Source: an optimization exercise on an open RTL-to-GDS flow (aim: small area and a short achievable clock period). Production flows keep margins and buffers that such runs may drop.
No functional check of the RTL was part of any run shown here.
Power figures rest on the tool's default switching activity, not on a simulated workload.

==> flow/design.v <==
module CORDIC_pipelined (
    input clk,
    input logic signed[15:0] angle,
    output logic signed[15:0] sin, cos
);
logic [15:0] t_in;
logic [15:0] a_q;
assign t_in = a_q - 16'd1;
logic [14:0] u0_q;
logic d0_q;
logic [14:0] u1;
logic [14:0] u1_q;
logic [1:0] i1_q;    
logic [15:0] v0;
assign v0 = {1'b0, u0_q} - 16'd12867;
logic [14:0] f1;
assign f1 = v0[14:0] ^ {15{v0[15]}};
assign u1 = f1;
logic [6:0] lpos;
logic [5:0] q0;
logic [5:0] tg;
cordic_htab htab_i (.d(u1_q[14:7]), .q({lpos, q0, tg}));
logic [5:0] q0_q;
logic [5:0] tg_q;
logic c_q;
logic [6:0] lo_q, lp_q;
assign c_q = lo_q >= lp_q;
logic [1:0] iq_q;
logic [5:0] late;
assign late = {(q0_q[5] ^ (c_q & tg_q[5])), (q0_q[4] ^ (c_q & tg_q[4])), (q0_q[3] ^ (c_q & tg_q[3])), (q0_q[2] ^ (c_q & tg_q[2])), (q0_q[1] ^ (c_q & tg_q[1])), (q0_q[0] ^ (c_q & tg_q[0]))};
logic [7:0] x0_q, x1_q, x2_q, x3_q;    
logic [31:0] rom_d;
cordic_rom rom_i (.d(x3_q), .q(rom_d));
always_ff @(posedge clk) begin
    a_q <= angle;
    u0_q <= t_in[14:0] ^ {15{t_in[15]}};
    d0_q <= ~t_in[15];
    u1_q <= u1;
    i1_q <= {d0_q, v0[15]};
    q0_q <= q0;
    tg_q <= tg;
    lo_q <= u1_q[6:0];
    lp_q <= lpos;
    iq_q <= i1_q;
    x0_q <= {iq_q, late};
    x1_q <= x0_q;
    x2_q <= x1_q;
    x3_q <= x2_q;
    {sin, cos} <= rom_d;
end
endmodule
module cordic_rom(d, q);
  input [7:0] d;
  wire [7:0] d;
  output [31:0] q;
  wire [31:0] q;
  wire _0_;
  wire _100_;
  wire _101_;
  wire _102_;
  wire _103_;
  wire _104_;
  wire _105_;
  wire _106_;
  wire _107_;
  wire _108_;
  wire _109_;
  wire _10_;
  wire _110_;
  wire _111_;
  wire _112_;
  wire _113_;
  wire _114_;
  wire _115_;
  wire _116_;
  wire _117_;
  wire _118_;
  wire _119_;
  wire _11_;
  wire _120_;
  wire _121_;
  wire _122_;
  wire _123_;
  wire _124_;
  wire _125_;
  wire _126_;
  wire _127_;
  wire _128_;
  wire _129_;
  wire _12_;
  wire _130_;
  wire _131_;
  wire _132_;
  wire _133_;
  wire _134_;
  wire _135_;
  wire _136_;
  wire _137_;
  wire _138_;
  wire _139_;
  wire _13_;
  wire _140_;
  wire _141_;
  wire _142_;
  wire _143_;
  wire _144_;
  wire _145_;
  wire _146_;
  wire _147_;
  wire _148_;
  wire _149_;
  wire _14_;
  wire _150_;
  wire _151_;
  wire _152_;
  wire _153_;
  wire _154_;
  wire _155_;
  wire _156_;
  wire _157_;
  wire _158_;
  wire _159_;
  wire _15_;
  wire _160_;
  wire _161_;
  wire _162_;
  wire _163_;
  wire _164_;
  wire _165_;
  wire _166_;
  wire _167_;
  wire _168_;
  wire _169_;
  wire _16_;
  wire _170_;
  wire _171_;
  wire _172_;
  wire _173_;
  wire _174_;
  wire _175_;
  wire _176_;
  wire _177_;
  wire _178_;
  wire _179_;
  wire _17_;
  wire _180_;
  wire _181_;
  wire _182_;
  wire _183_;
  wire _184_;
  wire _185_;
  wire _186_;
  wire _187_;
  wire _188_;
  wire _189_;
  wire _18_;
  wire _190_;
  wire _191_;
  wire _192_;
  wire _193_;
  wire _194_;
  wire _195_;
  wire _196_;
  wire _197_;
  wire _198_;
  wire _199_;
  wire _19_;
  wire _1_;
  wire _200_;
  wire _201_;
  wire _202_;
  wire _203_;
  wire _204_;
  wire _205_;
  wire _206_;
  wire _207_;
  wire _208_;
  wire _209_;
  wire _20_;
  wire _210_;
  wire _211_;
  wire _212_;
  wire _213_;
  wire _214_;
  wire _215_;
  wire _216_;
  wire _217_;
  wire _218_;
  wire _219_;
  wire _21_;
  wire _220_;
  wire _221_;
  wire _222_;
  wire _223_;
  wire _224_;
  wire _225_;
  wire _226_;
  wire _227_;
  wire _228_;
  wire _229_;
  wire _22_;
  wire _230_;
  wire _231_;
  wire _232_;
  wire _233_;
  wire _234_;
  wire _235_;
  wire _236_;
  wire _237_;
  wire _238_;
  wire _239_;
  wire _23_;
  wire _240_;
  wire _241_;
  wire _242_;
  wire _243_;
  wire _244_;
  wire _245_;
  wire _246_;
  wire _247_;
  wire _248_;
  wire _249_;
  wire _24_;
  wire _250_;
  wire _251_;
  wire _252_;
  wire _253_;
  wire _254_;
  wire _255_;
  wire _256_;
  wire _257_;
  wire _258_;
  wire _259_;
  wire _25_;
  wire _260_;
  wire _261_;
  wire _262_;
  wire _263_;
  wire _264_;
  wire _265_;
  wire _266_;
  wire _267_;
  wire _268_;
  wire _269_;
  wire _26_;
  wire _270_;
  wire _271_;
  wire _272_;
  wire _273_;
  wire _274_;
  wire _275_;
  wire _276_;
  wire _277_;
  wire _278_;
  wire _279_;
  wire _27_;
  wire _280_;
  wire _281_;
  wire _282_;
  wire _283_;
  wire _284_;
  wire _285_;
  wire _286_;
  wire _287_;
  wire _288_;
  wire _289_;
  wire _28_;
  wire _290_;
  wire _291_;
  wire _292_;
  wire _293_;
  wire _294_;
  wire _295_;
  wire _296_;
  wire _297_;
  wire _298_;
  wire _299_;
  wire _29_;
  wire _2_;
  wire _300_;
  wire _301_;
  wire _302_;
  wire _303_;
  wire _304_;
  wire _305_;
  wire _306_;
  wire _307_;
  wire _308_;
  wire _309_;
  wire _30_;
  wire _310_;
  wire _311_;
  wire _312_;
  wire _313_;
  wire _314_;
  wire _315_;
  wire _316_;
  wire _317_;
  wire _318_;
  wire _319_;
  wire _31_;
  wire _320_;
  wire _321_;
  wire _322_;
  wire _323_;
  wire _324_;
  wire _325_;
  wire _326_;
  wire _327_;
  wire _328_;
  wire _329_;
  wire _32_;
  wire _330_;
  wire _331_;
  wire _332_;
  wire _333_;
  wire _334_;
  wire _335_;
  wire _336_;
  wire _337_;
  wire _338_;
  wire _339_;
  wire _33_;
  wire _340_;
  wire _341_;
  wire _342_;
  wire _343_;
  wire _344_;
  wire _345_;
  wire _346_;
  wire _347_;
  wire _348_;
  wire _349_;
  wire _34_;
  wire _350_;
  wire _351_;
  wire _352_;
  wire _353_;
  wire _354_;
  wire _355_;
  wire _356_;
  wire _357_;
  wire _358_;
  wire _359_;
  wire _35_;
  wire _360_;
  wire _361_;
  wire _362_;
  wire _363_;
  wire _364_;
  wire _365_;
  wire _366_;
  wire _367_;
  wire _368_;
  wire _369_;
  wire _36_;
  wire _370_;
  wire _371_;
  wire _372_;
  wire _373_;
  wire _374_;
  wire _375_;
  wire _376_;
  wire _377_;
  wire _378_;
  wire _379_;
  wire _37_;
  wire _380_;
  wire _381_;
  wire _382_;
  wire _383_;
  wire _384_;
  wire _385_;
  wire _386_;
  wire _387_;
  wire _388_;
  wire _389_;
  wire _38_;
  wire _390_;
  wire _391_;
  wire _392_;
  wire _393_;
  wire _394_;
  wire _395_;
  wire _396_;
  wire _397_;
  wire _398_;
  wire _399_;
  wire _39_;
  wire _3_;
  wire _400_;
  wire _401_;
  wire _402_;
  wire _403_;
  wire _404_;
  wire _405_;
  wire _406_;
  wire _407_;
  wire _408_;
  wire _409_;
  wire _40_;
  wire _410_;
  wire _411_;
  wire _412_;
  wire _413_;
  wire _414_;
  wire _415_;
  wire _416_;
  wire _417_;
  wire _418_;
  wire _419_;
  wire _41_;
  wire _420_;
  wire _421_;
  wire _422_;
  wire _423_;
  wire _424_;
  wire _425_;
  wire _426_;
  wire _427_;
  wire _428_;
  wire _429_;
  wire _42_;
  wire _430_;
  wire _431_;
  wire _432_;
  wire _433_;
  wire _434_;
  wire _435_;
  wire _436_;
  wire _437_;
  wire _438_;
  wire _439_;
  wire _43_;
  wire _440_;
  wire _441_;
  wire _442_;
  wire _443_;
  wire _444_;
  wire _445_;
  wire _446_;
  wire _447_;
  wire _448_;
  wire _449_;
  wire _44_;
  wire _450_;
  wire _451_;
  wire _452_;
  wire _453_;
  wire _454_;
  wire _455_;
  wire _456_;
  wire _457_;
  wire _458_;
  wire _459_;
  wire _45_;
  wire _460_;
  wire _461_;
  wire _462_;
  wire _463_;
  wire _464_;
  wire _465_;
  wire _466_;
  wire _467_;
  wire _468_;
  wire _469_;
  wire _46_;
  wire _470_;
  wire _471_;
  wire _472_;
  wire _473_;
  wire _474_;
  wire _475_;
  wire _476_;
  wire _477_;
  wire _478_;
  wire _479_;
  wire _47_;
  wire _480_;
  wire _481_;
  wire _482_;
  wire _483_;
  wire _484_;
  wire _485_;
  wire _486_;
  wire _487_;
  wire _488_;
  wire _489_;
  wire _48_;
  wire _490_;
  wire _491_;
  wire _492_;
  wire _493_;
  wire _494_;
  wire _495_;
  wire _496_;
  wire _497_;
  wire _498_;
  wire _499_;
  wire _49_;
  wire _4_;
  wire _500_;
  wire _501_;
  wire _502_;
  wire _503_;
  wire _504_;
  wire _505_;
  wire _506_;
  wire _507_;
  wire _508_;
  wire _509_;
  wire _50_;
  wire _510_;
  wire _511_;
  wire _512_;
  wire _513_;
  wire _514_;
  wire _515_;
  wire _516_;
  wire _517_;
  wire _518_;
  wire _519_;
  wire _51_;
  wire _520_;
  wire _521_;
  wire _522_;
  wire _523_;
  wire _524_;
  wire _525_;
  wire _526_;
  wire _527_;
  wire _528_;
  wire _529_;
  wire _52_;
  wire _530_;
  wire _531_;
  wire _532_;
  wire _533_;
  wire _534_;
  wire _535_;
  wire _536_;
  wire _537_;
  wire _538_;
  wire _539_;
  wire _53_;
  wire _540_;
  wire _541_;
  wire _542_;
  wire _543_;
  wire _544_;
  wire _545_;
  wire _546_;
  wire _547_;
  wire _548_;
  wire _549_;
  wire _54_;
  wire _550_;
  wire _551_;
  wire _552_;
  wire _553_;
  wire _554_;
  wire _555_;
  wire _556_;
  wire _557_;
  wire _558_;
  wire _559_;
  wire _55_;
  wire _560_;
  wire _561_;
  wire _562_;
  wire _563_;
  wire _564_;
  wire _565_;
  wire _566_;
  wire _567_;
  wire _568_;
  wire _569_;
  wire _56_;
  wire _570_;
  wire _571_;
  wire _572_;
  wire _573_;
  wire _574_;
  wire _575_;
  wire _576_;
  wire _577_;
  wire _578_;
  wire _579_;
  wire _57_;
  wire _580_;
  wire _581_;
  wire _582_;
  wire _583_;
  wire _584_;
  wire _585_;
  wire _586_;
  wire _587_;
  wire _588_;
  wire _589_;
  wire _58_;
  wire _590_;
  wire _591_;
  wire _592_;
  wire _593_;
  wire _594_;
  wire _595_;
  wire _596_;
  wire _597_;
  wire _598_;
  wire _599_;
  wire _59_;
  wire _5_;
  wire _600_;
  wire _601_;
  wire _602_;
  wire _603_;
  wire _604_;
  wire _605_;
  wire _606_;
  wire _607_;
  wire _608_;
  wire _609_;
  wire _60_;
  wire _610_;
  wire _611_;
  wire _612_;
  wire _613_;
  wire _614_;
  wire _615_;
  wire _616_;
  wire _617_;
  wire _618_;
  wire _619_;
  wire _61_;
  wire _620_;
  wire _621_;
  wire _622_;
  wire _623_;
  wire _624_;
  wire _625_;
  wire _626_;
  wire _627_;
  wire _628_;
  wire _629_;
  wire _62_;
  wire _630_;
  wire _631_;
  wire _632_;
  wire _633_;
  wire _634_;
  wire _635_;
  wire _636_;
  wire _637_;
  wire _638_;
  wire _639_;
  wire _63_;
  wire _640_;
  wire _641_;
  wire _642_;
  wire _643_;
  wire _644_;
  wire _645_;
  wire _646_;
  wire _647_;
  wire _648_;
  wire _649_;
  wire _64_;
  wire _650_;
  wire _651_;
  wire _652_;
  wire _653_;
  wire _654_;
  wire _655_;
  wire _656_;
  wire _657_;
  wire _658_;
  wire _659_;
  wire _65_;
  wire _660_;
  wire _661_;
  wire _662_;
  wire _663_;
  wire _664_;
  wire _665_;
  wire _666_;
  wire _667_;
  wire _668_;
  wire _669_;
  wire _66_;
  wire _670_;
  wire _671_;
  wire _672_;
  wire _673_;
  wire _674_;
  wire _675_;
  wire _676_;
  wire _677_;
  wire _678_;
  wire _679_;
  wire _67_;
  wire _680_;
  wire _681_;
  wire _682_;
  wire _683_;
  wire _684_;
  wire _685_;
  wire _686_;
  wire _687_;
  wire _688_;
  wire _689_;
  wire _68_;
  wire _690_;
  wire _691_;
  wire _692_;
  wire _693_;
  wire _694_;
  wire _695_;
  wire _696_;
  wire _697_;
  wire _698_;
  wire _699_;
  wire _69_;
  wire _6_;
  wire _700_;
  wire _701_;
  wire _702_;
  wire _703_;
  wire _704_;
  wire _705_;
  wire _706_;
  wire _707_;
  wire _708_;
  wire _709_;
  wire _70_;
  wire _710_;
  wire _711_;
  wire _712_;
  wire _713_;
  wire _714_;
  wire _715_;
  wire _71_;
  wire _72_;
  wire _73_;
  wire _74_;
  wire _75_;
  wire _76_;
  wire _77_;
  wire _78_;
  wire _79_;
  wire _7_;
  wire _80_;
  wire _81_;
  wire _82_;
  wire _83_;
  wire _84_;
  wire _85_;
  wire _86_;
  wire _87_;
  wire _88_;
  wire _89_;
  wire _8_;
  wire _90_;
  wire _91_;
  wire _92_;
  wire _93_;
  wire _94_;
  wire _95_;
  wire _96_;
  wire _97_;
  wire _98_;
  wire _99_;
  wire _9_;
  assign _401_ = ~(_402_ | _640_);
  assign _400_ = _401_ | _404_;
  assign _399_ = _660_ & ~(_400_);
  assign _398_ = _399_ | _405_;
  assign _397_ = _448_ | ~(_607_);
  assign _396_ = _397_ & _524_;
  assign _395_ = d[5] & ~(_396_);
  assign _394_ = _491_ | _416_;
  assign _393_ = _533_ | _560_;
  assign _392_ = _393_ & ~(_394_);
  assign _391_ = _392_ | ~(_395_);
  assign _390_ = _391_ & ~(d[6]);
  assign _389_ = _390_ & ~(_398_);
  assign _388_ = _389_ | q[30];
  assign _387_ = _411_ & ~(_388_);
  assign _386_ = _657_ & ~(_403_);
  assign _385_ = _386_ | _415_;
  assign _384_ = d[5] ? _418_ : _385_;
  assign _383_ = _427_ | _484_;
  assign _382_ = ~(d[2] | d[0]);
  assign _381_ = _382_ | _621_;
  assign _380_ = _617_ & ~(_381_);
  assign _379_ = _383_ & ~(_380_);
  assign _378_ = d[4] & ~(_379_);
  assign _377_ = _395_ & ~(_378_);
  assign _376_ = _377_ | _398_;
  assign _375_ = d[6] ? _384_ : _376_;
  assign _374_ = q[30] & ~(_375_);
  assign q[21] = _374_ | _387_;
  assign _373_ = _550_ | d[4];
  assign _372_ = _373_ | ~(_533_);
  assign _371_ = _586_ | d[3];
  assign _370_ = _559_ & ~(_371_);
  assign _369_ = _370_ | ~(_596_);
  assign _368_ = ~(_675_ & d[4]);
  assign _367_ = _626_ & ~(_368_);
  assign _366_ = d[5] & ~(_367_);
  assign _365_ = ~(_366_ & _369_);
  assign _364_ = _372_ & ~(_365_);
  assign _363_ = d[6] & ~(_364_);
  assign _362_ = _653_ | d[5];
  assign _361_ = _362_ | _641_;
  assign _360_ = _361_ | _367_;
  assign _359_ = ~(_360_ & _363_);
  assign _358_ = _581_ | _676_;
  assign _357_ = _386_ | _526_;
  assign _356_ = _357_ | _616_;
  assign _355_ = _356_ | _358_;
  assign _354_ = _547_ & ~(d[5]);
  assign _353_ = _355_ | ~(_354_);
  assign _352_ = _403_ | _537_;
  assign _351_ = _352_ & ~(_356_);
  assign _350_ = _511_ & ~(_351_);
  assign _349_ = _350_ | d[6];
  assign _348_ = _349_ | ~(_353_);
  assign _347_ = _669_ ? d[0] : _646_;
  assign _346_ = _347_ | _621_;
  assign _345_ = _628_ & ~(_640_);
  assign _344_ = _345_ | d[4];
  assign _343_ = _346_ & ~(_344_);
  assign _342_ = ~(_532_ & _621_);
  assign _341_ = ~(_342_ & _667_);
  assign _340_ = _595_ & ~(_526_);
  assign _339_ = _340_ | _676_;
  assign _338_ = _341_ & ~(_339_);
  assign _337_ = _338_ | _660_;
  assign _336_ = _337_ | _343_;
  assign _335_ = _336_ & ~(_348_);
  assign _334_ = _359_ & ~(_335_);
  assign _333_ = q[30] & ~(_334_);
  assign _332_ = ~(_532_ | _547_);
  assign _331_ = ~(_408_ | _581_);
  assign _330_ = _331_ | _676_;
  assign _329_ = _330_ | _332_;
  assign _328_ = _621_ & ~(_584_);
  assign _327_ = _343_ & ~(_328_);
  assign _326_ = _327_ | _660_;
  assign _325_ = _329_ & ~(_326_);
  assign _324_ = _325_ | _348_;
  assign _323_ = _450_ & ~(_641_);
  assign _322_ = _611_ & ~(_323_);
  assign _321_ = ~(_322_ | _362_);
  assign _320_ = _363_ & ~(_321_);
  assign _319_ = _320_ | q[30];
  assign _318_ = _324_ & ~(_319_);
  assign q[20] = _318_ | _333_;
  assign _317_ = _526_ | _676_;
  assign _316_ = _317_ | _502_;
  assign _315_ = _316_ & _546_;
  assign _314_ = _646_ & ~(_381_);
  assign _313_ = _314_ | _315_;
  assign _312_ = _502_ | d[3];
  assign _311_ = _312_ & ~(_423_);
  assign _310_ = _313_ & ~(_311_);
  assign _309_ = _660_ & ~(_310_);
  assign _308_ = _309_ | d[6];
  assign _307_ = ~_382_;
  assign _306_ = _307_ & ~(_371_);
  assign _305_ = _306_ | _468_;
  assign _304_ = _593_ | ~(_537_);
  assign _303_ = _550_ | _676_;
  assign _302_ = _304_ & ~(_303_);
  assign _301_ = _302_ | _660_;
  assign _300_ = _305_ & ~(_301_);
  assign _299_ = _300_ | _308_;
  assign _298_ = ~(_460_ | _560_);
  assign _297_ = d[3] & ~(_298_);
  assign _296_ = _297_ | _481_;
  assign _295_ = _296_ | ~(_342_);
  assign _294_ = _471_ & ~(_362_);
  assign _293_ = ~(_294_ & _295_);
  assign _292_ = _580_ & ~(_551_);
  assign _291_ = _292_ | _421_;
  assign _290_ = _565_ | _676_;
  assign _289_ = _464_ & ~(_290_);
  assign _288_ = _289_ | _660_;
  assign _287_ = _291_ & ~(_288_);
  assign _286_ = _287_ | _661_;
  assign _285_ = _293_ & ~(_286_);
  assign _284_ = _299_ & ~(_285_);
  assign _283_ = q[30] & ~(_284_);
  assign _282_ = _450_ & ~(_551_);
  assign _281_ = ~(_282_ | _370_);
  assign _280_ = _281_ | _676_;
  assign _279_ = _551_ | _668_;
  assign _278_ = _279_ & _653_;
  assign _277_ = _278_ | _469_;
  assign _276_ = _280_ & ~(_277_);
  assign _275_ = d[5] & ~(_276_);
  assign _274_ = _275_ | _308_;
  assign _273_ = _482_ & ~(_297_);
  assign _272_ = _606_ & ~(_273_);
  assign _271_ = ~(_272_ | _287_);
  assign _270_ = _271_ & ~(_661_);
  assign _269_ = _270_ | q[30];
  assign _268_ = _274_ & ~(_269_);
  assign q[19] = _268_ | _283_;
  assign _267_ = _449_ & ~(_459_);
  assign _266_ = _628_ & ~(_593_);
  assign _265_ = ~(_266_ | _564_);
  assign _264_ = _265_ & ~(_668_);
  assign _263_ = ~(_264_ | _267_);
  assign _262_ = _263_ | _664_;
  assign _261_ = _660_ & ~(_316_);
  assign _260_ = _261_ | d[6];
  assign _259_ = _262_ & ~(_260_);
  assign _258_ = _597_ | _643_;
  assign _257_ = _410_ | _676_;
  assign _256_ = _307_ & ~(_257_);
  assign _255_ = _256_ & _527_;
  assign _254_ = _258_ & ~(_255_);
  assign _253_ = _254_ | _660_;
  assign _252_ = ~(_253_ & _259_);
  assign _251_ = _282_ | d[4];
  assign _250_ = _304_ & ~(_251_);
  assign _249_ = _250_ | _660_;
  assign _248_ = _614_ & ~(d[0]);
  assign _247_ = d[0] & ~(_576_);
  assign _246_ = _564_ | _676_;
  assign _245_ = ~(_246_ | _247_);
  assign _244_ = _245_ & ~(_248_);
  assign _243_ = ~(_244_ | _249_);
  assign _242_ = _606_ & ~(_265_);
  assign _241_ = _242_ | _243_;
  assign _240_ = _601_ & ~(_241_);
  assign _239_ = _252_ & ~(_240_);
  assign _238_ = ~(_247_ | _257_);
  assign _237_ = _238_ & ~(_409_);
  assign _236_ = _237_ | _249_;
  assign _235_ = _298_ | d[3];
  assign _234_ = _235_ & ~(_246_);
  assign _233_ = _294_ & ~(_234_);
  assign _232_ = _233_ | _661_;
  assign _231_ = _236_ & ~(_232_);
  assign _230_ = _386_ | _597_;
  assign _229_ = _508_ & ~(_297_);
  assign _228_ = _230_ & ~(_229_);
  assign _227_ = d[5] & ~(_228_);
  assign _226_ = _259_ & ~(_227_);
  assign _225_ = _226_ | _231_;
  assign q[18] = d[7] ? _239_ : _225_;
  assign _224_ = _621_ & ~(_667_);
  assign _223_ = _415_ | _224_;
  assign _222_ = _676_ & ~(_580_);
  assign _221_ = ~(_460_ | _593_);
  assign _220_ = _352_ & ~(_221_);
  assign _219_ = _220_ & _222_;
  assign _218_ = _223_ & ~(_219_);
  assign _217_ = _621_ ? _473_ : _499_;
  assign _216_ = _426_ ^ _621_;
  assign _215_ = d[4] ? _217_ : _216_;
  assign _214_ = d[5] ? _218_ : _215_;
  assign _213_ = _214_ | d[6];
  assign _212_ = d[4] & ~(_535_);
  assign _211_ = _212_ & ~(_483_);
  assign _210_ = _211_ & ~(_433_);
  assign _209_ = _483_ | _470_;
  assign _208_ = ~(_209_ & _660_);
  assign _207_ = _208_ | _210_;
  assign _206_ = _653_ & ~(_530_);
  assign _205_ = _209_ & ~(_206_);
  assign _204_ = _352_ & ~(_257_);
  assign _203_ = _204_ | _660_;
  assign _202_ = _205_ & ~(_203_);
  assign _201_ = _202_ | _661_;
  assign _200_ = _207_ & ~(_201_);
  assign _199_ = _213_ & ~(_200_);
  assign _198_ = _632_ & ~(_222_);
  assign _197_ = d[5] & ~(_198_);
  assign _196_ = ~(_197_ & _235_);
  assign _195_ = _371_ & ~(_566_);
  assign _194_ = ~(_195_ | _440_);
  assign _193_ = _196_ & ~(_194_);
  assign _192_ = _215_ | d[5];
  assign _191_ = _192_ & _509_;
  assign _190_ = ~(_191_ & _193_);
  assign _189_ = ~(_448_ & _593_);
  assign _188_ = _504_ | _676_;
  assign _187_ = _189_ & ~(_188_);
  assign _186_ = _205_ & ~(_187_);
  assign _185_ = d[5] & ~(_186_);
  assign _184_ = _535_ & ~(_595_);
  assign _183_ = _564_ | _674_;
  assign _182_ = _183_ & ~(_483_);
  assign _181_ = ~(_182_ | _184_);
  assign _180_ = _181_ & ~(_653_);
  assign _179_ = _660_ & ~(_180_);
  assign _178_ = d[6] & ~(_179_);
  assign _177_ = _178_ & ~(_185_);
  assign _176_ = _190_ & ~(_177_);
  assign q[17] = q[30] ? _199_ : _176_;
  assign _175_ = _582_ & ~(_669_);
  assign _174_ = _175_ | _660_;
  assign _173_ = _174_ | _612_;
  assign _172_ = _638_ & ~(d[5]);
  assign _171_ = ~(_576_ & _676_);
  assign _170_ = _171_ | q[30];
  assign _169_ = _172_ & ~(_170_);
  assign _168_ = _173_ & ~(_169_);
  assign _167_ = _645_ | ~(_606_);
  assign _166_ = _658_ & ~(_167_);
  assign _165_ = _650_ & ~(_166_);
  assign _164_ = ~(_165_ & d[7]);
  assign _163_ = _660_ & ~(_614_);
  assign _162_ = _171_ | _163_;
  assign _161_ = _655_ | d[7];
  assign _160_ = _162_ & ~(_161_);
  assign _159_ = _164_ & ~(_160_);
  assign q[16] = _661_ ? _168_ : _159_;
  assign _158_ = _511_ & ~(_666_);
  assign q[15] = _158_ & ~(d[6]);
  assign _157_ = _614_ & ~(_161_);
  assign _156_ = _157_ & ~(_664_);
  assign q[14] = _661_ ? _158_ : _156_;
  assign _155_ = _156_ | _661_;
  assign _154_ = _665_ ? _511_ : d[4];
  assign _153_ = _154_ | d[6];
  assign _152_ = _662_ & ~(_153_);
  assign q[13] = _152_ | ~(_155_);
  assign _151_ = ~(_155_ | _649_);
  assign _150_ = ~(_153_ | _671_);
  assign q[12] = _150_ | _151_;
  assign _149_ = _630_ & ~(_155_);
  assign _148_ = _661_ & ~(_634_);
  assign q[11] = _148_ | _149_;
  assign _147_ = ~(_155_ | _623_);
  assign _146_ = _660_ & ~(_607_);
  assign _145_ = _146_ | d[6];
  assign _144_ = _608_ & ~(_145_);
  assign q[10] = _144_ | _147_;
  assign _143_ = _587_ & ~(_155_);
  assign _142_ = _661_ & ~(_571_);
  assign q[9] = _142_ | _143_;
  assign _141_ = _520_ & ~(_518_);
  assign _140_ = _141_ | d[6];
  assign _139_ = _542_ & ~(_157_);
  assign _138_ = _139_ | _661_;
  assign _137_ = ~(_138_ | _552_);
  assign q[8] = _140_ & ~(_137_);
  assign _136_ = ~(_510_ & d[7]);
  assign _135_ = ~(_136_ & _478_);
  assign q[7] = _155_ ? _135_ : _488_;
  assign _134_ = ~(_431_ & _620_);
  assign _133_ = _456_ | _661_;
  assign _132_ = _133_ | _519_;
  assign _131_ = _134_ & ~(_132_);
  assign _130_ = _367_ & ~(_660_);
  assign _129_ = _130_ | d[6];
  assign _128_ = ~(_129_ | _437_);
  assign _127_ = _128_ | d[7];
  assign _126_ = _127_ | _131_;
  assign _125_ = _133_ | _431_;
  assign _124_ = _509_ & ~(_437_);
  assign _123_ = _124_ | q[30];
  assign _122_ = _125_ & ~(_123_);
  assign q[6] = _126_ & ~(_122_);
  assign _121_ = _676_ & ~(_644_);
  assign _120_ = _121_ | d[5];
  assign _119_ = _414_ & ~(_120_);
  assign _118_ = _119_ | d[6];
  assign _117_ = _118_ | _417_;
  assign _116_ = _405_ | ~(_601_);
  assign _115_ = _391_ & ~(_116_);
  assign _114_ = _117_ & ~(_115_);
  assign _113_ = _184_ | d[4];
  assign _112_ = ~(_394_ | _402_);
  assign _111_ = _113_ & ~(_112_);
  assign _110_ = _469_ | _660_;
  assign _109_ = _110_ | _111_;
  assign _108_ = _406_ | _676_;
  assign _107_ = _654_ & ~(_422_);
  assign _106_ = _107_ | d[5];
  assign _105_ = _108_ & ~(_106_);
  assign _104_ = _105_ | _661_;
  assign _103_ = _109_ & ~(_104_);
  assign _102_ = _419_ | _660_;
  assign _101_ = _425_ & ~(_256_);
  assign _100_ = _101_ | _102_;
  assign _99_ = _606_ & ~(_616_);
  assign _98_ = _99_ | d[6];
  assign _97_ = _100_ & ~(_98_);
  assign _96_ = _97_ | _103_;
  assign q[5] = d[7] ? _114_ : _96_;
  assign _95_ = _654_ & ~(_371_);
  assign _94_ = _330_ | _95_;
  assign _93_ = _640_ | _675_;
  assign _92_ = _248_ | _404_;
  assign _91_ = _93_ & ~(_92_);
  assign _90_ = _91_ | _660_;
  assign _89_ = _94_ & ~(_90_);
  assign _88_ = ~(_536_ | _470_);
  assign _87_ = _355_ & ~(_88_);
  assign _86_ = _163_ & ~(_87_);
  assign _85_ = _86_ | _661_;
  assign _84_ = _85_ | _89_;
  assign _83_ = _393_ & ~(_373_);
  assign _82_ = _369_ & ~(_83_);
  assign _81_ = _82_ | _660_;
  assign _80_ = _360_ & ~(_167_);
  assign _79_ = _81_ & ~(_80_);
  assign _78_ = _661_ & ~(_79_);
  assign _77_ = _78_ | d[7];
  assign _76_ = _84_ & ~(_77_);
  assign _75_ = _354_ & ~(_87_);
  assign _74_ = _75_ | _661_;
  assign _73_ = _74_ | _325_;
  assign _72_ = _120_ | _322_;
  assign _71_ = _364_ | d[6];
  assign _70_ = _72_ & ~(_71_);
  assign _69_ = _70_ | q[30];
  assign _68_ = _73_ & ~(_69_);
  assign q[4] = _68_ | _76_;
  assign _67_ = ~(_310_ | _362_);
  assign _66_ = _275_ | _661_;
  assign _65_ = _66_ | _67_;
  assign _64_ = _448_ & ~(_471_);
  assign _63_ = _64_ & ~(_120_);
  assign _62_ = _63_ | d[6];
  assign _61_ = _271_ & ~(_62_);
  assign _60_ = _65_ & ~(_61_);
  assign _59_ = _296_ | _503_;
  assign _58_ = ~(_251_ | _536_);
  assign _57_ = _58_ | _660_;
  assign _56_ = _59_ & ~(_57_);
  assign _55_ = _465_ & ~(_297_);
  assign _54_ = _172_ & ~(_55_);
  assign _53_ = _54_ | d[6];
  assign _52_ = _53_ | _56_;
  assign _51_ = _282_ | _676_;
  assign _50_ = ~(_51_ | _221_);
  assign _49_ = _266_ | d[4];
  assign _48_ = _397_ & ~(_49_);
  assign _47_ = _48_ | _660_;
  assign _46_ = _47_ | _50_;
  assign _45_ = _511_ & ~(_463_);
  assign _44_ = ~(_617_ & _621_);
  assign _43_ = _566_ & ~(_621_);
  assign _42_ = _43_ | _605_;
  assign _41_ = _44_ & ~(_42_);
  assign _40_ = _41_ | _661_;
  assign _39_ = _40_ | _45_;
  assign _38_ = _46_ & ~(_39_);
  assign _37_ = _52_ & ~(_38_);
  assign q[3] = d[7] ? _60_ : _37_;
  assign _36_ = _49_ & ~(_582_);
  assign _35_ = _403_ & ~(_279_);
  assign _34_ = _35_ | _36_;
  assign _33_ = _613_ & ~(_556_);
  assign _32_ = _33_ | _660_;
  assign _31_ = _34_ & ~(_32_);
  assign _30_ = ~(_626_ | _664_);
  assign _29_ = _30_ | d[6];
  assign _28_ = _172_ & _558_;
  assign _27_ = _28_ | _29_;
  assign _26_ = _27_ | _31_;
  assign _25_ = _410_ | _632_;
  assign _24_ = _220_ & ~(_25_);
  assign _23_ = _628_ & ~(_535_);
  assign _22_ = _494_ & ~(_23_);
  assign _21_ = _464_ & ~(_22_);
  assign _20_ = d[4] & ~(_21_);
  assign _19_ = _20_ | _660_;
  assign _18_ = _19_ | _24_;
  assign _17_ = _303_ | _659_;
  assign _16_ = _676_ & ~(_564_);
  assign _15_ = _16_ | d[5];
  assign _14_ = _17_ & ~(_15_);
  assign _13_ = _14_ | _661_;
  assign _12_ = _18_ & ~(_13_);
  assign _11_ = _26_ & ~(_12_);
  assign _10_ = _594_ & ~(_217_);
  assign _9_ = _408_ & ~(_10_);
  assign _8_ = _511_ & ~(_9_);
  assign _7_ = _8_ | d[6];
  assign _6_ = _7_ | _241_;
  assign _5_ = ~(_558_ | _603_);
  assign _4_ = _5_ | _661_;
  assign _3_ = _4_ | _261_;
  assign _2_ = _253_ & ~(_3_);
  assign _1_ = _6_ & ~(_2_);
  assign q[2] = q[30] ? _11_ : _1_;
  assign _0_ = ~(_408_ & _640_);
  assign _715_ = _402_ | _676_;
  assign _714_ = _715_ | _22_;
  assign _713_ = _0_ & ~(_714_);
  assign _712_ = _267_ & ~(_49_);
  assign _711_ = _712_ | _660_;
  assign _710_ = _711_ | _713_;
  assign _709_ = _381_ & ~(_605_);
  assign _708_ = _709_ & ~(_565_);
  assign _677_ = _511_ & ~(_342_);
  assign _678_ = _677_ | _708_;
  assign _679_ = _710_ & ~(_678_);
  assign _680_ = _679_ | d[7];
  assign _681_ = _660_ & ~(_420_);
  assign _682_ = _606_ & ~(_181_);
  assign _683_ = _682_ | q[30];
  assign _684_ = _683_ | _185_;
  assign _685_ = _684_ | _681_;
  assign _686_ = ~(_685_ & _661_);
  assign _687_ = _680_ & ~(_686_);
  assign _688_ = ~(_0_ & _676_);
  assign _689_ = _556_ | ~(_493_);
  assign _690_ = _93_ & ~(_689_);
  assign _691_ = _688_ & ~(_690_);
  assign _692_ = d[5] & ~(_691_);
  assign _693_ = _563_ & ~(_167_);
  assign _694_ = _693_ | d[7];
  assign _695_ = _694_ | _692_;
  assign _696_ = d[4] ? _217_ : _182_;
  assign _697_ = _660_ & ~(_696_);
  assign _698_ = _697_ | q[30];
  assign _699_ = _193_ & ~(_698_);
  assign _700_ = _699_ | _661_;
  assign _701_ = _695_ & ~(_700_);
  assign q[1] = _701_ | _687_;
  assign _702_ = _173_ | _661_;
  assign _703_ = _165_ & ~(_29_);
  assign _704_ = _702_ & ~(_703_);
  assign _705_ = _175_ | _661_;
  assign _706_ = _624_ & ~(_705_);
  assign _707_ = _706_ | _703_;
  assign q[0] = d[7] ? _704_ : _707_;
  assign _676_ = ~d[4];
  assign _675_ = ~(d[1] | d[0]);
  assign _674_ = d[2] & d[3];
  assign _673_ = _674_ & ~(_675_);
  assign _672_ = _676_ & ~(_673_);
  assign _671_ = d[5] & ~(_672_);
  assign _670_ = d[6] & ~(_671_);
  assign q[29] = _670_ ^ d[7];
  assign q[30] = ~d[7];
  assign _669_ = ~d[2];
  assign _668_ = d[1] & d[0];
  assign _667_ = _669_ & ~(_668_);
  assign _666_ = d[3] & ~(_667_);
  assign _665_ = _666_ | d[5];
  assign _664_ = d[4] | d[5];
  assign _663_ = ~(_664_ & _665_);
  assign _662_ = _663_ | _671_;
  assign _661_ = ~d[6];
  assign _660_ = ~d[5];
  assign _659_ = d[1] & ~(d[3]);
  assign _658_ = ~_659_;
  assign _657_ = ~(d[2] | d[1]);
  assign _656_ = _657_ | _676_;
  assign _655_ = _658_ & ~(_656_);
  assign _654_ = d[2] | ~(d[1]);
  assign _653_ = ~(d[4] | d[3]);
  assign _652_ = ~(_653_ & _654_);
  assign _651_ = _652_ & ~(_655_);
  assign _650_ = _651_ | _660_;
  assign _649_ = d[3] & ~(_650_);
  assign _648_ = _661_ & ~(_649_);
  assign _647_ = _662_ & ~(_648_);
  assign q[28] = _647_ ^ d[7];
  assign _646_ = ~(d[1] & d[0]);
  assign _645_ = ~(d[2] | d[3]);
  assign _644_ = ~(_645_ & _646_);
  assign _643_ = ~_644_;
  assign _642_ = _643_ | _665_;
  assign _641_ = d[2] & ~(_646_);
  assign _640_ = _641_ | d[3];
  assign _639_ = ~(_640_ & d[4]);
  assign _638_ = _645_ | d[4];
  assign _637_ = ~(_638_ | _673_);
  assign _636_ = _639_ & ~(_637_);
  assign _635_ = d[5] & ~(_636_);
  assign _634_ = _642_ & ~(_635_);
  assign _633_ = _664_ & ~(_634_);
  assign _632_ = _674_ | d[4];
  assign _631_ = ~(_632_ & d[5]);
  assign _630_ = _631_ | _649_;
  assign _629_ = d[6] ? _633_ : _630_;
  assign q[27] = _629_ ^ q[30];
  assign _628_ = d[2] | d[1];
  assign _627_ = d[3] ? _669_ : _628_;
  assign _626_ = d[3] | ~(d[2]);
  assign _625_ = _626_ & ~(_656_);
  assign _624_ = d[5] & ~(_625_);
  assign _623_ = _624_ & _627_;
  assign _622_ = _623_ | d[6];
  assign _621_ = ~d[3];
  assign _620_ = d[0] | ~(d[2]);
  assign _619_ = _620_ | d[1];
  assign _618_ = _669_ & ~(_675_);
  assign _617_ = _618_ | ~(_619_);
  assign _616_ = _617_ & ~(_621_);
  assign _615_ = _616_ | _638_;
  assign _614_ = d[3] & ~(_654_);
  assign _613_ = _627_ & ~(_614_);
  assign _612_ = d[4] & ~(_613_);
  assign _611_ = _612_ | ~(_639_);
  assign _610_ = _611_ & ~(_674_);
  assign _609_ = _615_ & ~(_610_);
  assign _608_ = _609_ | _660_;
  assign _607_ = _641_ | _667_;
  assign _606_ = d[4] & ~(d[5]);
  assign _605_ = ~_606_;
  assign _604_ = _605_ | _607_;
  assign _603_ = _664_ | _621_;
  assign _602_ = ~(_603_ | _641_);
  assign _601_ = d[6] & ~(_602_);
  assign _600_ = ~(_601_ & _604_);
  assign _599_ = _608_ & ~(_600_);
  assign _598_ = _622_ & ~(_599_);
  assign q[26] = _598_ ^ d[7];
  assign _597_ = _614_ | d[4];
  assign _596_ = d[4] & ~(_673_);
  assign _595_ = d[2] & ~(d[1]);
  assign _594_ = ~_595_;
  assign _593_ = ~(_620_ & _621_);
  assign _592_ = _594_ & ~(_593_);
  assign _591_ = _592_ | ~(_596_);
  assign _590_ = ~(_591_ & _597_);
  assign _589_ = _657_ | _660_;
  assign _588_ = _590_ & ~(_589_);
  assign _587_ = _588_ | _663_;
  assign _586_ = d[1] & ~(d[0]);
  assign _585_ = d[1] | ~(d[0]);
  assign _584_ = _585_ & ~(_586_);
  assign _583_ = _660_ & ~(_584_);
  assign _582_ = _676_ & ~(_659_);
  assign _581_ = d[2] & d[0];
  assign _580_ = d[3] & ~(_581_);
  assign _579_ = ~(_584_ & _580_);
  assign _578_ = _579_ & _582_;
  assign _577_ = d[5] & ~(_578_);
  assign _576_ = ~(_654_ & _621_);
  assign _575_ = _576_ | _668_;
  assign _574_ = _614_ | _676_;
  assign _573_ = _575_ & ~(_574_);
  assign _572_ = _577_ & ~(_573_);
  assign _571_ = ~(_572_ | _583_);
  assign _570_ = _577_ | _632_;
  assign _569_ = _570_ & ~(_571_);
  assign _568_ = _661_ ? _587_ : _569_;
  assign q[25] = _568_ ^ q[30];
  assign _567_ = _621_ & ~(_657_);
  assign _566_ = d[1] ? d[2] : d[0];
  assign _565_ = _567_ & ~(_566_);
  assign _564_ = d[3] & ~(d[1]);
  assign _563_ = ~_564_;
  assign _562_ = _563_ & ~(_565_);
  assign _561_ = _562_ | d[4];
  assign _560_ = d[0] & ~(d[1]);
  assign _559_ = _560_ | _669_;
  assign _558_ = _581_ | ~(d[1]);
  assign _557_ = d[3] ? _559_ : _558_;
  assign _556_ = _560_ | _676_;
  assign _555_ = _556_ & ~(_612_);
  assign _554_ = _557_ & ~(_555_);
  assign _553_ = _561_ & ~(_554_);
  assign _552_ = d[5] & ~(_553_);
  assign _551_ = _595_ | ~(_654_);
  assign _550_ = d[3] & ~(_551_);
  assign _549_ = _550_ & _561_;
  assign _548_ = _552_ & ~(_549_);
  assign _547_ = d[1] | d[3];
  assign _546_ = _645_ | _676_;
  assign _545_ = _547_ & ~(_546_);
  assign _544_ = d[3] & ~(_607_);
  assign _543_ = _545_ & ~(_544_);
  assign _542_ = _660_ & ~(_543_);
  assign _541_ = _542_ | d[6];
  assign _540_ = _541_ | _548_;
  assign _539_ = _552_ & ~(_540_);
  assign _538_ = ~d[0];
  assign _537_ = ~(d[2] & d[1]);
  assign _536_ = _538_ & ~(_537_);
  assign _535_ = ~(d[0] | d[3]);
  assign _534_ = _626_ & ~(_535_);
  assign _533_ = _534_ | _536_;
  assign _532_ = d[0] & ~(d[2]);
  assign _531_ = ~_532_;
  assign _530_ = ~(_551_ & _531_);
  assign _529_ = ~(_530_ & d[4]);
  assign _528_ = _533_ & ~(_529_);
  assign _527_ = _534_ | _551_;
  assign _526_ = d[0] & d[3];
  assign _525_ = _526_ & _537_;
  assign _524_ = _676_ & ~(_535_);
  assign _523_ = _525_ | ~(_524_);
  assign _522_ = _527_ & ~(_523_);
  assign _521_ = _522_ | _660_;
  assign _520_ = _521_ | _528_;
  assign _519_ = ~(_603_ | _654_);
  assign _518_ = d[0] & ~(d[5]);
  assign _517_ = _518_ & _632_;
  assign _516_ = _517_ | _519_;
  assign _515_ = _520_ & ~(_516_);
  assign _514_ = d[6] & ~(_515_);
  assign _513_ = _540_ & ~(_514_);
  assign _512_ = _513_ ^ q[30];
  assign q[24] = _512_ | _539_;
  assign _511_ = ~_664_;
  assign _510_ = _511_ & ~(_644_);
  assign _509_ = _661_ & ~(_510_);
  assign _508_ = _527_ & ~(_676_);
  assign _507_ = _621_ ? _667_ : _584_;
  assign _506_ = _508_ & ~(_507_);
  assign _505_ = _506_ | d[5];
  assign _504_ = d[2] & ~(_585_);
  assign _503_ = _669_ & ~(_560_);
  assign _502_ = _503_ | _504_;
  assign _501_ = d[3] ? _538_ : _502_;
  assign _500_ = _501_ | d[4];
  assign _499_ = _620_ & ~(_532_);
  assign _498_ = _596_ & ~(_499_);
  assign _497_ = _498_ | _660_;
  assign _496_ = _500_ & ~(_497_);
  assign _495_ = _505_ & ~(_496_);
  assign _494_ = ~_675_;
  assign _493_ = _532_ | _621_;
  assign _492_ = _494_ & ~(_493_);
  assign _491_ = _492_ | _676_;
  assign _490_ = _491_ | _621_;
  assign _489_ = _505_ & ~(_490_);
  assign _488_ = ~(_489_ | _495_);
  assign _487_ = ~(_488_ & _509_);
  assign _486_ = d[2] & ~(_668_);
  assign _485_ = _486_ | _638_;
  assign _484_ = ~_567_;
  assign _483_ = _504_ | _536_;
  assign _482_ = _483_ | _484_;
  assign _481_ = ~(_482_ & d[4]);
  assign _480_ = _579_ & ~(_481_);
  assign _479_ = _485_ & ~(_480_);
  assign _478_ = _479_ | _660_;
  assign _477_ = _478_ | _661_;
  assign _476_ = ~(_477_ & _487_);
  assign _475_ = _509_ & ~(_495_);
  assign _474_ = _477_ & ~(_475_);
  assign q[23] = d[7] ? _476_ : _474_;
  assign _473_ = _560_ | _586_;
  assign _472_ = _473_ | d[3];
  assign _471_ = _641_ | d[4];
  assign _470_ = d[4] | ~(d[3]);
  assign _469_ = _607_ & ~(_470_);
  assign _468_ = _469_ | _471_;
  assign _467_ = _472_ & ~(_468_);
  assign _466_ = _467_ | _660_;
  assign _465_ = d[4] & ~(_592_);
  assign _464_ = ~(_559_ & d[3]);
  assign _463_ = _628_ & ~(_464_);
  assign _462_ = _465_ & ~(_463_);
  assign _461_ = _462_ | _466_;
  assign _460_ = _669_ & ~(_584_);
  assign _459_ = _460_ | _560_;
  assign _458_ = _459_ | d[3];
  assign _457_ = _526_ | ~(_606_);
  assign _456_ = _458_ & ~(_457_);
  assign _455_ = _511_ & ~(_641_);
  assign _454_ = _455_ & ~(_472_);
  assign _453_ = _454_ | d[6];
  assign _452_ = _453_ | _456_;
  assign _451_ = _461_ & ~(_452_);
  assign _450_ = d[3] & ~(_675_);
  assign _449_ = ~_674_;
  assign _448_ = _449_ & ~(_450_);
  assign _447_ = d[4] & ~(_448_);
  assign _446_ = _447_ | d[5];
  assign _445_ = _493_ | _586_;
  assign _444_ = _445_ & ~(_592_);
  assign _443_ = _676_ & ~(_444_);
  assign _442_ = _499_ & ~(d[3]);
  assign _441_ = _442_ | _525_;
  assign _440_ = ~(d[4] & d[5]);
  assign _439_ = _441_ & ~(_440_);
  assign _438_ = _439_ | _443_;
  assign _437_ = _446_ & ~(_438_);
  assign _436_ = _437_ | _661_;
  assign _435_ = _436_ & ~(d[7]);
  assign _434_ = _435_ & ~(_451_);
  assign _433_ = _502_ & ~(_621_);
  assign _432_ = _465_ & ~(_433_);
  assign _431_ = ~(_432_ | _466_);
  assign _430_ = _451_ & ~(_431_);
  assign _429_ = _436_ & ~(_430_);
  assign _428_ = d[7] & ~(_429_);
  assign q[22] = _428_ | _434_;
  assign _427_ = d[2] & ~(_473_);
  assign _426_ = _427_ | _460_;
  assign _425_ = _621_ ? _558_ : _426_;
  assign _424_ = _676_ & ~(_425_);
  assign _423_ = _483_ | d[4];
  assign _422_ = _470_ | _668_;
  assign _421_ = _422_ & _423_;
  assign _420_ = _421_ | _424_;
  assign _419_ = _596_ & _547_;
  assign _418_ = _419_ | ~(_420_);
  assign _417_ = _418_ & ~(_660_);
  assign _416_ = _621_ & ~(_628_);
  assign _415_ = _616_ | _676_;
  assign _414_ = _415_ | _416_;
  assign _413_ = _414_ & ~(d[5]);
  assign _412_ = _413_ | _661_;
  assign _411_ = _412_ | _417_;
  assign _410_ = d[3] & ~(_585_);
  assign _409_ = d[3] & ~(_530_);
  assign _408_ = ~(_409_ | _410_);
  assign _407_ = _537_ ? d[0] : _535_;
  assign _406_ = _408_ & ~(_407_);
  assign _405_ = _606_ & ~(_406_);
  assign _404_ = _471_ & ~(_653_);
  assign _403_ = d[0] | d[3];
  assign _402_ = _551_ & ~(_403_);
  assign q[31] = q[30];
endmodule
module cordic_htab(d, q);
  input [7:0] d;
  wire [7:0] d;
  output [18:0] q;
  wire [18:0] q;
  wire _0_;
  wire _10_;
  wire _11_;
  wire _12_;
  wire _13_;
  wire _14_;
  wire _15_;
  wire _16_;
  wire _17_;
  wire _18_;
  wire _19_;
  wire _1_;
  wire _20_;
  wire _21_;
  wire _22_;
  wire _23_;
  wire _24_;
  wire _25_;
  wire _26_;
  wire _27_;
  wire _28_;
  wire _29_;
  wire _2_;
  wire _30_;
  wire _31_;
  wire _32_;
  wire _33_;
  wire _34_;
  wire _35_;
  wire _36_;
  wire _37_;
  wire _38_;
  wire _39_;
  wire _3_;
  wire _40_;
  wire _41_;
  wire _42_;
  wire _43_;
  wire _44_;
  wire _45_;
  wire _46_;
  wire _47_;
  wire _48_;
  wire _49_;
  wire _4_;
  wire _50_;
  wire _51_;
  wire _52_;
  wire _53_;
  wire _54_;
  wire _55_;
  wire _56_;
  wire _57_;
  wire _58_;
  wire _59_;
  wire _5_;
  wire _60_;
  wire _61_;
  wire _62_;
  wire _63_;
  wire _64_;
  wire _65_;
  wire _66_;
  wire _67_;
  wire _68_;
  wire _69_;
  wire _6_;
  wire _70_;
  wire _71_;
  wire _72_;
  wire _73_;
  wire _74_;
  wire _75_;
  wire _7_;
  wire _8_;
  wire _9_;
  assign _24_ = ~(d[0] | d[5]);
  assign _23_ = _24_ | d[6];
  assign _22_ = _25_ & ~(_23_);
  assign _21_ = _27_ & ~(_22_);
  assign _20_ = ~(_21_ | _40_);
  assign q[17] = _20_ & ~(_29_);
  assign _19_ = _42_ | _26_;
  assign _18_ = _19_ & _32_;
  assign q[0] = _18_ | _38_;
  assign _17_ = ~d[1];
  assign _16_ = _21_ ^ _17_;
  assign q[1] = q[0] & ~(_16_);
  assign _15_ = _37_ | _43_;
  assign _14_ = _15_ | ~(q[1]);
  assign q[4] = ~(_14_ | _47_);
  assign q[5] = q[4] & ~(_26_);
  assign _13_ = q[0] & ~(_21_);
  assign q[18] = _13_ & ~(q[5]);
  assign _12_ = _30_ | ~(_25_);
  assign q[16] = q[18] & ~(_12_);
  assign _11_ = _41_ | _48_;
  assign _10_ = _17_ & ~(_11_);
  assign _9_ = q[0] & ~(_10_);
  assign _8_ = ~_47_;
  assign _7_ = _21_ & ~(_8_);
  assign _6_ = _7_ | _40_;
  assign _5_ = _6_ | ~(_9_);
  assign _4_ = _5_ & ~(_29_);
  assign q[15] = _4_ | q[4];
  assign _3_ = _40_ | ~(d[4]);
  assign _2_ = d[6] & ~(_19_);
  assign _1_ = _2_ | d[7];
  assign _0_ = d[6] & d[1];
  assign _75_ = _45_ & ~(_0_);
  assign _74_ = _75_ | _1_;
  assign _73_ = _74_ | ~(_14_);
  assign _72_ = _8_ & ~(_73_);
  assign _71_ = ~(d[5] | d[7]);
  assign _70_ = ~_71_;
  assign _69_ = _72_ ? _26_ : _70_;
  assign _68_ = _69_ | d[6];
  assign _67_ = _68_ & ~(_37_);
  assign _66_ = ~d[3];
  assign _65_ = _40_ ^ _66_;
  assign _64_ = _65_ ^ _67_;
  assign q[13] = _9_ & ~(_64_);
  assign _63_ = _17_ & ~(q[13]);
  assign _62_ = d[3] & ~(_63_);
  assign _61_ = _62_ | _3_;
  assign _60_ = d[3] & ~(_40_);
  assign _59_ = d[4] ? _40_ : _60_;
  assign _58_ = _59_ & q[13];
  assign _57_ = _58_ | _29_;
  assign q[14] = _61_ & ~(_57_);
  assign _56_ = _42_ | d[5];
  assign _55_ = _56_ & ~(_15_);
  assign q[12] = q[1] & ~(_55_);
  assign q[11] = _25_ & ~(_39_);
  assign q[10] = ~_69_;
  assign _54_ = _73_ | _66_;
  assign _53_ = d[4] | d[7];
  assign _52_ = _54_ & ~(_53_);
  assign q[9] = _52_ | _72_;
  assign _51_ = ~(d[3] | d[7]);
  assign q[8] = _73_ ? _51_ : d[3];
  assign _50_ = _15_ & ~(q[11]);
  assign _49_ = ~(_50_ | _74_);
  assign q[7] = q[1] ? _15_ : _49_;
  assign q[6] = _16_ & ~(_1_);
  assign q[3] = d[3] & ~(_14_);
  assign q[2] = ~_14_;
  assign _48_ = ~(d[0] ^ d[5]);
  assign _47_ = ~(d[3] & d[4]);
  assign _46_ = d[2] & ~(_47_);
  assign _45_ = ~d[2];
  assign _44_ = _47_ | _45_;
  assign _43_ = ~(d[2] | d[1]);
  assign _42_ = _43_ | _47_;
  assign _41_ = d[5] ? _44_ : _42_;
  assign _40_ = _48_ ? _46_ : _41_;
  assign _39_ = d[6] | d[7];
  assign _38_ = ~(_39_ | _40_);
  assign _37_ = d[2] & d[1];
  assign _36_ = d[4] | ~(d[5]);
  assign _35_ = _36_ | d[3];
  assign _34_ = _35_ | _37_;
  assign _33_ = d[0] | ~(d[6]);
  assign _32_ = ~(_33_ | d[7]);
  assign _31_ = ~(_32_ & _42_);
  assign _30_ = _34_ & ~(_31_);
  assign _29_ = ~(_30_ | _38_);
  assign _28_ = _44_ & ~(d[6]);
  assign _27_ = _28_ | d[0];
  assign _26_ = ~d[5];
  assign _25_ = _44_ | _26_;
endmodule
module cordic_top (
    input  logic clk,
    input  logic signed[15:0] angle,
    output logic signed[15:0] sin, cos
);
    CORDIC_pipelined dut_basic(
        .clk(clk),
        .angle(angle),
        .sin(sin),
        .cos(cos)
    );
endmodule
==> flow/run.sh <==
#!/bin/bash
# synth_recipe.tcl (not shown) runs the flow's synth.tcl, then flattens the netlist and writes it again
# the make line also repeats each setting of config.mk as NAME=value (left out here)
make -C /OpenROAD-flow-scripts/flow DESIGN_CONFIG=/design/flow/config.mk WORK_HOME=/design/flow/orfs CLKGATE_MAP_FILE= SYNTH_SCRIPT=/design/flow/synth_recipe.tcl finish
==> flow/config.mk <==
export PLATFORM = sky130hd
export DESIGN_NAME = cordic_top
export DESIGN_NICKNAME = cordic_top
export VERILOG_FILES = /design/flow/design.v
export SDC_FILE = /design/flow/constraint.sdc
export NUM_CORES = 4
export LEC_CHECK = 0
export ABC_AREA = 1
export CAP_MARGIN = 20
export CORE_MARGIN = 2
export CORE_UTILIZATION = 45
export CTS_BUF_LIST = sky130_fd_sc_hd__clkbuf_8
export SETUP_SLACK_MARGIN = 1.3
export SLEW_MARGIN = 20
==> flow/constraint.sdc <==
create_clock -name core_clock -period 3.3 [get_ports {clk}]
set_input_delay 0.6600 -clock core_clock [delete_from_list [all_inputs] [get_ports {clk}]]
set_output_delay 0.6600 -clock core_clock [all_outputs]
set_load 0.01 [all_outputs]
==> run summary, run 1 <==
* Detail Route Antenna Nets at 0
* Hold Path Class: reg -> reg
* Setup violators final at 0
* Final hold vios at 0
* GP Congestion at 1.076
* Top-count cell post-synth: nand2_1
* Synth top area cells: dfxtp_1, nand2_1, nor2_1
* Number of diodes at 0
* Least-Margin Pin Slew at 630.3 ps
* Yosys warning count at 1
* Fin. max-slew vios at 0
* Synthesis-to-finish area growth at 37.04%
* DIE AREA at 17150 um^2
* Hold buffers post-CTS at 0
* Final min period at 2170 ps
* Critical Path Source Type: flop
* Syn Area/Cell at 7.523 um^2
* Row count at 46
* Dpl cells at 1211
* CTS sink count at 140
* Vias/cell at 5.701
* Post-synth top area share at 38.65%
* Total gr overflow at 0
* Die Span X at 130.9 um
* Initial drt markers at 844
* Worst Hold Slack at 322.6 ps
* Clock tree buffer depth at 2
* Critical path capture point type: flop
* Max FO, Critical Path at 6
* # DRC at 0
* Layout fillers at 1356
* TritonCTS clock tree: built
* LEAKAGE at 4.511 nW
* Max VDD drop at 491.5 uV
* Final nets at 1124
* Clock latency on the worst-skew pair at 460 ps
* Die height at 130.9 um
* CP Data Arrival Time at 2520 ps
* Setup TNS at 0 ps
* First-pass GRT wire length at 38880 um
* Worst Setup Path Type: reg -> reg
* Pre-antenna DRT Iters at 8
* Cells after Synth at 964
* Ports at 49
* Yosys cell types at 51
* Unrepaired setup endpoints after global routing: yes
* Status: timing/DRC/antenna clean
* Final wirelength at 25790 um
* Crit path required time at 3650 ps
* Sequential share of the synthesized area at 38.65%
* Global Route Usage Sum at 30.33%
* CTS clk-pin slew, worst paths at 90 ps
* PwrDens at 1197 nW/um^2
* Highest clock rate at 460.9 MHz
* CORE AREA at 15830 um^2
* Final period utilization at 65.75%
* #FFs+latches synth at 140
* IO Port Bufs at 48
* Number of synthesized flops with an enable pin at 0
* Ys async rst share at 0%
* DP HPWL at 18160 um
* Synthesized net count at 1014
* Relative slew slack at 57.92%
* Fin cells at 1303
* Netlist Area Pre-Place at 7252 um^2
* Initial antenna violation count at 0
* Final Power at 11.90 mW
* Share of layout cells above drive strength 1 at 29.25%
* Largest net degree at the start of global routing at 39
* Max cap viols at 0
* Vias post-DR at 7429
* CTS Buf Count at 17
* Top FF cell, synth: dfxtp_1
* Vias in the first global route at 7214
* Root Buffer: clkbuf_8
* Starting Density at 45.82%
* Yosys top cell by area: dfxtp_1
* Synth cell count leaders: nand2_1, dfxtp_1, nor2_1, inv_1, o21ai_0
* H-tree Lvls at 4
* Setup Skew at 12.32 ps
* DR WL/cell at 19.80 um
-- state kept, by name, indices dropped and copies added (netlist names) --
| signal | cells |
|---|---|
| dut_basic.sin | 15 |
| dut_basic.tg_q | 6 |
| dut_basic.x1_q | 8 |
| dut_basic.u1_q | 15 |
| dut_basic.u0_q | 15 |
| dut_basic.lo_q | 7 |
| dut_basic.q0_q | 6 |
| dut_basic.i1_q | 2 |
| dut_basic.iq_q | 2 |
| dut_basic.x3_q | 8 |
| dut_basic.d0_q | 1 |
| dut_basic.lp_q | 7 |
| dut_basic.x2_q | 8 |
| dut_basic.cos | 16 |
| dut_basic.x0_q | 8 |
| dut_basic.a_q | 16 |
-- worst max-delay path, cell delays in order, from the launching register on --
cell     delay [ps]
dfxtp_4         410
inv_4            80
ha_4            320
inv_4            50
ha_4            270
nor2_2           40
or2_4           250
o21ai_4         170
nand2_1          90
nand2_2          80
nand3_1          70
a32o_1          230
-- final timing paths --
check	start	end	slack (ps)	depth (start not counted)
setup / recovery	dut_basic.x3_q[0]$_DFF_P_	dut_basic.cos[5]$_DFF_P_	1130	11
setup reg to reg	dut_basic.x3_q[0]$_DFF_P_	dut_basic.cos[5]$_DFF_P_	1130	11
hold / removal	dut_basic.x2_q[5]$_DFF_P_	dut_basic.x3_q[5]$_DFF_P_	320	0
hold reg to reg	dut_basic.x2_q[5]$_DFF_P_	dut_basic.x3_q[5]$_DFF_P_	320	0
-- final cells by class --
class                           instances  area, um^2  share of cell area, %
Inverter                              120       489.2                  4.923
Sequential cell                       140        2833                  28.50
Tap cell                              216       270.3                  2.719
Clock inverter                         14       256.5                  2.581
Clock buffer                           18       247.7                  2.493
Multi-Input combinational cell        669        4637                  46.66
Timing Repair Buffer                  126        1205                  12.12
-- layout by cell type (no fill, tap or decap), types with 15 or more instances in the layout --
cell type          n
dlymetal6s2s_1    28
xnor2_1           18
xor2_1            34
ha_1              17
dfxtp_1          128
inv_1             90
o21ai_0           34
buf_4             65
nand3_1           38
clkbuf_8          18
inv_2             19
nand2_2           24
nor2_4            23
nor2_1            73
nor2_2            26
nand2_1          135
a21oi_2           15
o21ai_1           19
a21oi_1           40
clkdlybuf4s50_1   16
-- power breakdown --
group          switching [mW]  internal, mW  total, mW
clock                   0.725          1.02       1.74
sequential              0.280          2.28       2.56
combinational            4.77          2.82       7.59
-- per-layer routing --
layer / track usage [%] / vias up / wire length, um
li1: - / 3418 / -
met1: 34.38 / 3411 / 9322
met2: 50.17 / 444 / 12310
met3: 6.718 / 156 / 2163
met4: 22.28 / 0 / 1997
met5: 0 / - / 0
-- what timing repair did --
| item | 4_1_cts | 5_1_grt |
|---|---|---|
| hold endpoints to repair | 0 | 0 |
| cloned | 1 | 0 |
| gates resized for setup | 203 | 109 |
| buffers inserted | 42 | 17 |
| pin swaps | 33 | 34 |
| endpoints found under the setup margin | 67 | 90 |
-- stage by stage --
stage | setup WS (ps) | util, % | cell area [um^2]
final | 1130 | 62.79 | 9938
after global routing | 1077 | 62.79 | 9938
after CTS | 1159 | 59.92 | 9484
after detailed placement | 470.1 | 50.71 | 8026
after global placement | 444.6 | 50.71 | 8026
after floorplan | 1226 | - | 7310
-- cell families after synthesis --
kind of cell / share of synthesized area (%)
and+or+nand+nor: 21.76
DFF: 38.65
muxes: 0.1380
adders and majority gates: 5.694
buffers and inverters: 8.437
xor gates and xnor gates: 8.247
AOI/OAI and AO/OA: 17.08
==> run 2: changes to the inputs <==
--- a/flow/config.mk
+++ b/flow/config.mk
@@ -10,5 +10,5 @@
 export CORE_MARGIN = 2
 export CORE_UTILIZATION = 45
 export CTS_BUF_LIST = sky130_fd_sc_hd__clkbuf_8
-export SETUP_SLACK_MARGIN = 1.3
+export SETUP_SLACK_MARGIN = 1.4
 export SLEW_MARGIN = 20
==> run summary, run 2 <==
* Crit path required time at 3650 ps
* Initial antenna violation count at 0
* Unrepaired setup endpoints after global routing: yes
* Number of diodes at 0
* Netlist Area Pre-Place at 7252 um^2
* Yosys top cell by area: dfxtp_1
* CTS clk-pin slew, worst paths at 80 ps
* Reg-to-Reg Start: dut_basic.x3_q[0]$_DFF_P_
* Relative slew slack at 53.22%
* Root Buffer: clkbuf_8
* CTS Buf Count at 17
* Synthesized net count at 1014
* Top-count cell post-synth: nand2_1
* Ports at 49
* R2R depth at 10
* CP Cell Sequence: buf_12 -> ha_4 -> buf_4 -> o21ai_2 -> inv_1 -> a211oi_2 -> buf_4 -> buf_4 -> o2111ai_1 -> a32o_1
* DP HPWL at 18880 um
* Fin. max-slew vios at 0
* CP Data Arrival Time at 2530 ps
* CP bufs+invs at 5
* Max VDD drop at 553.7 uV
* DIE AREA at 17150 um^2
* CP max stage delay at 400 ps
* CORE AREA at 15830 um^2
* Final hold vios at 0
* Final min period at 2185 ps
* Vias/cell at 5.703
* GP Congestion at 1.066
* Total gr overflow at 0
* Status: timing/DRC/antenna clean
* Cells after Synth at 964
* Most common cell after layout, fill and taps aside: nand2_1
* Synth cell count leaders: nand2_1, dfxtp_1, nor2_1, inv_1, o21ai_0
* Final worst-path setup slack at 1115 ps
* Most frequent cells in the layout: nand2_1, dfxtp_1, inv_1
* Setup TNS at 0 ps
* Starting Density at 45.82%
* Crit-path leading delay family: compound AO/OA/AOI/OAI gates
* Clock latency on the worst-skew pair at 450 ps
* Clock tree buffer depth at 2
* R2r setup slk at 1110 ps
* Least-Margin Pin Slew at 699.1 ps
* #FFs+latches synth at 140
* Setup violators final at 0
* Synth top area cells: dfxtp_1, nand2_1, nor2_1
* Die Span X at 130.9 um
* Setup Skew at 15.69 ps
* Top FF cell, synth: dfxtp_1
* Syn Area/Cell at 7.523 um^2
* DR WL/cell at 20.25 um
* Pre-antenna DRT Iters at 8
* PwrDens at 1191 nW/um^2
* Final Power at 12.16 mW
* Largest net degree at the start of global routing at 40
* Worst Setup SP: dut_basic.x3_q[0]$_DFF_P_
* Hold buffers post-CTS at 0
* Post-synth top area share at 38.65%
* Yosys warning count at 1
* Final nets at 1143
* Sequential share of the synthesized area at 38.65%
* Row count at 46
* Layout fillers at 1354
* CTS sink count at 140
* WP depth at 10
* Final period utilization at 66.22%
* Number of synthesized flops with an enable pin at 0
* First-pass GRT wire length at 39050 um
* Synthesis-to-finish area growth at 40.80%
* Global Route Usage Sum at 30.99%
* Yosys cell types at 51
* IO Port Bufs at 48
* Initial drt markers at 870
* Final wirelength at 26750 um
* Detail Route Antenna Nets at 0
* Slowest CP cell: dfxtp_4
* H-tree Lvls at 4
* Crit path to: dut_basic.cos[5]$_DFF_P_
* Max cap viols at 0
* TritonCTS clock tree: built
* Crit-path most repeated cell: buf_4
* Crit Reg-Reg Endpoint: dut_basic.cos[5]$_DFF_P_
* # DRC at 0
* Critical path capture point type: flop
* Highest clock rate at 457.6 MHz
* Die height at 130.9 um
* Max FO, Critical Path at 7
* LEAKAGE at 4.416 nW
* Ys async rst share at 0%
* Pre-CTS setup slack at 257.1 ps
* Worst Setup Path Type: reg -> reg
* Vias in the first global route at 7051
* Hold Path Class: reg -> reg
* Critical Path Source Type: flop
* Vias post-DR at 7534
* Share of layout cells above drive strength 1 at 33.30%
[run 2: per-layer routing]
metal	vias to the layer above	GRT usage, %	part of all wire (%)
met5	-	0	0
met1	3497	34.50	35
met2	450	53.00	49
li1	3445	-	-
met3	142	8.306	9.0
met4	0	18.52	7.2
[run 2: worst min path at each step]
stage / start / to / slack [ps] / cells after the start
after floorplan: dut_basic.x2_q[2]$_DFF_P_ / dut_basic.x3_q[2]$_DFF_P_ / 310 / 0
after global placement: dut_basic.x2_q[4]$_DFF_P_ / dut_basic.x3_q[4]$_DFF_P_ / 310 / 0
after detailed placement: dut_basic.x0_q[3]$_DFF_P_ / dut_basic.x1_q[3]$_DFF_P_ / 310 / 0
after CTS: dut_basic.x1_q[0]$_DFF_P_ / dut_basic.x2_q[0]$_DFF_P_ / 330 / 0
after global routing: dut_basic.u1_q[1]$_DFF_P_ / dut_basic.lo_q[1]$_DFF_P_ / 330 / 0
final: dut_basic.x1_q[3]$_DFF_P_ / dut_basic.x2_q[3]$_DFF_P_ / 330 / 0
[run 2: logic make-up after synthesis]
family                   synth area share, %
AND/OR/NAND/NOR                        21.76
buffers and inverters                  8.437
XOR/XNOR                               8.247
flip-flops                             38.65
AO/OA/AOI/OAI                          17.08
multiplexers                          0.1380
adder cells (fa/ha/maj)                5.694
[run 2: layout make-up]
cell class	count	area [um^2]	share of cell area (%)
tap	216	270.3	2.647
sequential	140	2834	27.75
multi-input combinational	669	4888	47.87
clock inverter	14	143.9	1.409
timing repair buffer	145	1344	13.16
inverter	120	496.7	4.865
clock buffer	17	234.0	2.291
[run 2: timing repair]
| item | CTS | global route |
|---|---|---|
| cloned | 1 | 1 |
| gates resized for setup | 160 | 207 |
| endpoints found under the setup margin | 101 | 64 |
| setup buffers | 31 | 43 |
| endpoints found under the hold margin | 0 | 0 |
| pin swaps | 25 | 69 |
[run 2: per-stage QoR]
stage | cells | cell area (um^2) | utilization (%) | hold slack [ps]
finish | 1321 | 10210 | 64.51 | 327.3
global route | 1321 | 10210 | 64.51 | 330.0
CTS | 1277 | 9104 | 57.52 | 329.5
detailed placement | 1214 | 8082 | 51.06 | 312.1
global placement | 1214 | 8082 | 51.06 | 309.9
floorplan | 964 | 7345 | - | 308.9
[run 2: power breakdown]
| part | internal (mW) | leakage [nW] | switching (mW) |
|---|---|---|---|
| sequential | 2.29 | 1.18 | 0.310 |
| combinational | 3.11 | 3.04 | 5.11 |
| clock | 0.669 | 0.198 | 0.671 |
| total | 6.07 | 4.42 | 6.09 |

re-timing with driven ports:
How much do the figures lean on ideal ports? The routed layouts below were timed once more, with nothing changed but the port constraints.
Step 1 assumes that a clkbuf_16 drives the clock port and a buf_2 every other input.
Step 2, shift: input delay + t, output delay - t, t = (earliest + latest rising clock arrival at the registers) / 2. This alone moves slack from input paths to output paths.
Slacks: ideal / step 1 / step 2; pairs: ideal / step 1.
| run | t, ns | setup slack, ns | latest minus earliest clock arrival (ns) | worst slew at a driven data input, ns | cell pins on the clock port's net |
|---|---|---|---|---|---|
| run 1 | 0.491 | 1.130 / 1.130 / 1.130 | 0.014 / 0.013 | 0.03 | 1 |
| run 2 | 0.477 | 1.115 / 1.115 / 1.115 | 0.016 / 0.016 | 0.03 | 1 |
After both steps setup and hold are still met in every run listed.
